What follows belongs to an exercise in optimizing a design on an open flow for small area, a short achievable clock period and few clock cycles; a production flow would make more cautious choices. No driver is modelled on the clock port, so clocking that relies on it looks cheaper here than on a real chip. No activity file was given, so power comes from the tool's default toggle rates.

## main
==> flow/design.v <==
module axi4_mgr # (
  parameter unsigned AXI4_ADDR_WIDTH    = 32,
  parameter unsigned AXI4_DATA_WIDTH    = 64,
  parameter unsigned AXI_XSIZE         = (AXI4_DATA_WIDTH / 8),
  parameter unsigned DATA_COUNT_WIDTH  =  8
) (
  input  logic                         clk_i,
  input  logic                         rstn_i,
  input  logic [                2-1:0] req_i,
  input  logic [  AXI4_ADDR_WIDTH-1:0] axi_wr_addr_i,
  input  logic [  AXI4_ADDR_WIDTH-1:0] axi_rd_addr_i,
  input  logic                         wr_fifo_gnt_i,
  input  logic                         rd_fifo_req_i,
  input  logic [  AXI4_DATA_WIDTH-1:0] wr_fifo_data_i,
  input  logic [ DATA_COUNT_WIDTH-1:0] wr_data_count_i,
  input  logic [ DATA_COUNT_WIDTH-1:0] rd_data_count_i,
  output logic [                2-1:0] busy_o,    
  output logic [                2-1:0] wr_err_o,  
  output logic [                2-1:0] rd_err_o,  
  output logic                         wr_fifo_req_o,
  output logic                         rd_fifo_gnt_o,
  output logic [  AXI4_DATA_WIDTH-1:0] rd_fifo_data_o,
  output logic [  AXI4_ADDR_WIDTH-1:0] m_axi_aw_addr,
  output logic [                8-1:0] m_axi_aw_len,
  output logic [                3-1:0] m_axi_aw_size,
  output logic [                2-1:0] m_axi_aw_burst,
  output logic                         m_axi_aw_valid,
  input  logic                         m_axi_aw_ready,
  output logic [  AXI4_DATA_WIDTH-1:0] m_axi_w_data,
  output logic [AXI4_DATA_WIDTH/8-1:0] m_axi_w_strb,
  output logic                         m_axi_w_last,
  output logic                         m_axi_w_valid,
  input  logic                         m_axi_w_ready,
  input  logic [                2-1:0] m_axi_b_resp,
  input  logic                         m_axi_b_valid,
  output logic                         m_axi_b_ready,
  output logic [  AXI4_ADDR_WIDTH-1:0] m_axi_ar_addr,
  output logic [                8-1:0] m_axi_ar_len,
  output logic [                3-1:0] m_axi_ar_size,
  output logic [                2-1:0] m_axi_ar_burst,
  output logic                         m_axi_ar_valid,
  input  logic                         m_axi_ar_ready,
  input  logic [  AXI4_DATA_WIDTH-1:0] m_axi_r_data,
  input  logic [                2-1:0] m_axi_r_resp,
  input  logic                         m_axi_r_last,
  input  logic                         m_axi_r_valid,
  output logic                         m_axi_r_ready
);
  localparam int AW = AXI4_ADDR_WIDTH;
  logic          busy_wr_r, aw_valid_r, w_valid_r;
  logic [AW-1:3] aw_addr_r;
  logic [   7:0] aw_len_r;      
  logic [   1:0] wr_err_r;
  logic          w_last_r;      
  logic          busy_rd_r, ar_valid_r;
  logic [AW-1:3] ar_addr_r;
  logic [   7:0] ar_len_r;
  logic [   1:0] rd_err_r;
  logic wr_start, rd_start, w_hs, r_hs;
  assign wr_start = req_i[0] & ~busy_wr_r & (wr_data_count_i != '0);
  assign rd_start = req_i[1] & ~busy_rd_r & (rd_data_count_i != '0);
  assign w_hs     = w_valid_r & m_axi_w_ready;
  assign r_hs     = m_axi_r_valid & rd_fifo_req_i;
  assign busy_o         = {busy_rd_r, busy_wr_r};
  assign wr_err_o       = wr_err_r;
  assign rd_err_o       = rd_err_r;
  assign m_axi_aw_addr  = {aw_addr_r, 3'b000};
  assign m_axi_aw_len   = aw_len_r;
  assign m_axi_aw_size  = $clog2(AXI_XSIZE);
  assign m_axi_aw_burst = 2'b01;
  assign m_axi_aw_valid = aw_valid_r;
  assign m_axi_w_data   = wr_fifo_data_i;
  assign m_axi_w_strb   = '1;
  assign m_axi_w_last   = w_last_r;
  assign m_axi_w_valid  = w_valid_r;
  assign wr_fifo_req_o  = w_hs;
  assign m_axi_b_ready  = 1'b1;
  assign m_axi_ar_addr  = {ar_addr_r, 3'b000};
  assign m_axi_ar_len   = ar_len_r;
  assign m_axi_ar_size  = $clog2(AXI_XSIZE);
  assign m_axi_ar_burst = 2'b01;
  assign m_axi_ar_valid = ar_valid_r;
  assign m_axi_r_ready  = rd_fifo_req_i;
  assign rd_fifo_gnt_o  = r_hs;
  assign rd_fifo_data_o = m_axi_r_data;
  always_ff @(posedge clk_i or negedge rstn_i) begin
    if (~rstn_i) begin
      busy_wr_r  <= 1'b0;
      aw_valid_r <= 1'b0;
      w_valid_r  <= 1'b0;
    end else begin
      if (wr_start) begin
        busy_wr_r  <= 1'b1;
        aw_valid_r <= 1'b1;
      end else if (aw_valid_r) begin
        if (m_axi_aw_ready) begin
          aw_valid_r <= 1'b0;
          w_valid_r  <= 1'b1;
        end
      end else if (w_valid_r) begin
        if (m_axi_w_ready && w_last_r) w_valid_r <= 1'b0;
      end else if (m_axi_b_valid) begin
        busy_wr_r <= 1'b0;
      end
    end
  end
  logic [7:0] wcnt_m, wcnt_n;
  logic       wcnt_d;
  assign wcnt_m = busy_wr_r ? aw_len_r : wr_data_count_i;
  assign wcnt_d = ~busy_wr_r | w_hs;
  assign wcnt_n = wcnt_m - {7'd0, wcnt_d};
  always_ff @(posedge clk_i) begin
    if (~busy_wr_r) aw_addr_r <= axi_wr_addr_i[AW-1:3];
    aw_len_r <= wcnt_n;
    if (wcnt_d) w_last_r <= (wcnt_m == 8'd1);
  end
  always_ff @(posedge clk_i or negedge rstn_i) begin
    if (~rstn_i) begin
      busy_rd_r  <= 1'b0;
      ar_valid_r <= 1'b0;
    end else begin
      if (rd_start) begin
        busy_rd_r  <= 1'b1;
        ar_valid_r <= 1'b1;
      end else if (ar_valid_r) begin
        if (m_axi_ar_ready) ar_valid_r <= 1'b0;
      end else if (r_hs && m_axi_r_last) begin
        busy_rd_r <= 1'b0;
      end
    end
  end
  always_ff @(posedge clk_i) begin
    if (~busy_rd_r) begin
      ar_addr_r <= axi_rd_addr_i[AW-1:3];
      ar_len_r  <= rd_data_count_i - 8'd1;
    end
  end
  always_ff @(posedge clk_i or negedge rstn_i) begin
    if (~rstn_i) begin
      wr_err_r <= '0;
      rd_err_r <= '0;
    end else begin
      if (~busy_wr_r & req_i[0])   wr_err_r <= '0;
      else if (m_axi_b_resp != '0) wr_err_r <= m_axi_b_resp;
      if (~busy_rd_r & req_i[1])   rd_err_r <= '0;
      else if (m_axi_r_resp != '0) rd_err_r <= m_axi_r_resp;
    end
  end
endmodule
clock: 4.5 ns
lec_check: 0
cap_margin: 20
core_area: 5 5 155 155
cts_buf_list: sky130_fd_sc_hd__clkbuf_8
die_area: 0 0 160 160
setup_slack_margin: 2.3
slew_margin: 20
standard.sh (not shown) runs the stock make flow with config.mk's settings and CLKGATE_MAP_FILE= SYNTH_SCRIPT=/design/flow/synth_recipe.tcl, a recipe that flattens the netlist after the stock synthesis.
==> flow/flow/run.sh <==
#!/bin/bash
set -euo pipefail
export BUFFER_PORTS_ARGS="-buffer_cell sky130_fd_sc_hd__buf_1"
export SKIP_REPAIR_TIE_FANOUT=1
export CTS_ARGS="-sink_clustering_enable -repair_clock_nets -dont_use_dummy_load -buf_list sky130_fd_sc_hd__clkbuf_8"
bash standard.sh finish > orfs_make.log 2>&1
#### Input delta (the feature branch over main)
--- a/flow/config.mk
+++ b/flow/config.mk
@@ -8,5 +8,5 @@
 export CAP_MARGIN = 20
-export CORE_AREA = 5 5 155 155
+export CORE_AREA = 10 10 190 190
 export CTS_BUF_LIST = sky130_fd_sc_hd__clkbuf_8
-export DIE_AREA = 0 0 160 160
+export DIE_AREA = 0 0 200 200
 export SETUP_SLACK_MARGIN = 2.3
Notes after the runs:
Initial antenna violation count: the feature branch vs main — no meaningful difference. Count of plain and timing-repair buffers in the layout | the feature branch below main. Between the feature branch and main, it is the feature branch whose width of the die is higher, by 40 um. The higher first-iteration DRC count of the feature branch and main is in main.
Function was not checked in any run of this note: the RTL went through the layout flow alone.

---

job 102:
Starts from the design.v that is shown in full above.
==> flow/config.mk <==
export PLATFORM = sky130hd
export DESIGN_NAME = axi4_mgr
export DESIGN_NICKNAME = axi4_mgr
export VERILOG_FILES = /design/flow/design.v
export SDC_FILE = /design/flow/constraint.sdc
export NUM_CORES = 4
export LEC_CHECK = 0
export CAP_MARGIN = 20
export CORE_AREA = 10 10 190 190
export CTS_BUF_LIST = sky130_fd_sc_hd__clkbuf_8
export DIE_AREA = 0 0 200 200
export SETUP_SLACK_MARGIN = 2.3
export SLEW_MARGIN = 20
==> flow/constraint.sdc <==
create_clock -name core_clock -period 4.5 [get_ports {clk_i}]
set_input_delay 0.9000 -clock core_clock [delete_from_list [all_inputs] [get_ports {clk_i}]]
set_output_delay 0.9000 -clock core_clock [all_outputs]
set_load 0.01 [all_outputs]
==> flow/flow/run.sh <==
#!/bin/bash
set -euo pipefail
export BUFFER_PORTS_ARGS="-buffer_cell sky130_fd_sc_hd__buf_1"
export SKIP_REPAIR_TIE_FANOUT=1
export CTS_ARGS="-sink_clustering_enable -repair_clock_nets -dont_use_dummy_load -buf_list sky130_fd_sc_hd__clkbuf_4"
export POST_CTS_TCL="$PWD/flow/post_cts.tcl"
bash standard.sh finish > orfs_make.log 2>&1
==> flow/flow/post_cts.tcl <==
# Upsize leaf clock buffers whose sinks would see a slow clock edge.
estimate_parasitics -placement
set n_up 0
foreach inst [get_cells -quiet -filter "ref_name == sky130_fd_sc_hd__clkbuf_4" *] {
  set name [get_full_name $inst]
  set worst 0.0
  foreach p [get_pins -quiet -of_objects [get_nets -of_objects [get_pins $name/X]] -filter "direction == input"] {
    foreach e {rise fall} {
      set s [get_property $p slew_max_$e]
      if {$s > $worst} { set worst $s }
    }
  }
  puts "clock buffer $name worst sink slew $worst"
  if {$worst > 0.095} {
    replace_cell $inst sky130_fd_sc_hd__clkbuf_8
    incr n_up
  }
}
puts "upsized $n_up clock buffers"
if {$n_up > 0} { detailed_placement }
What job 103 does differently from job 102 at the input level:
Settings: SETUP_SLACK_MARGIN: 2.3 -> 2.35.
==> flow/flow/run.sh <==
#!/bin/bash
set -euo pipefail
export BUFFER_PORTS_ARGS="-buffer_cell sky130_fd_sc_hd__buf_1"
export SKIP_REPAIR_TIE_FANOUT=1
export CTS_ARGS="-sink_clustering_enable -repair_clock_nets -dont_use_dummy_load -buf_list sky130_fd_sc_hd__clkbuf_8"
bash standard.sh finish > orfs_make.log 2>&1
removed: flow/flow/post_cts.tcl
Findings:
Between job 103 and job 102, the difference in fraction of cell area in non-clock buffers is negligible. Job 102 -> job 103: wire length of the first global-routing pass increased slightly. Job 103 vs. job 102: reported sequential group power roughly the same, total non-filler cell area in the finished layout stayed essentially flat.
No run of this note included a check of the RTL's function; only the layout flow was run.

==> re-timing with driven ports <==
The results above use ideal ports. As a check the final layouts listed here were re-extracted and re-timed, cells and wires unchanged.
Step 1: set_driving_cell puts a clkbuf_16 on clk_i and a buf_2 on each other input, an assumption about the parent block.
Step 2 also shifts input and output timing later by t, the mid clock arrival at the registers, as if the neighbouring blocks saw the same clock.
Slacks: no drivers / after step 1 / after step 2; pairs: no drivers / after step 1.
run | t (ns) | setup WS [ns] | worst setup path at the end | pins driven straight from the clock port
main | 0.367 | 2.317 / 2.293 / 2.049 | input to register | 1
the feature branch | 0.388 | 2.329 / 2.299 / 2.155 | input to register | 1
job 102 | 0.383 | 2.329 / 2.299 / 2.161 | input to register | 1
job 103 | 0.388 | 2.343 / 2.308 / 2.042 | input to register | 1
After both steps setup and hold are still met in every run listed. The setup slack of job 103, which loses most, moves by -0.035 ns with the drivers and by -0.301 ns with both steps.
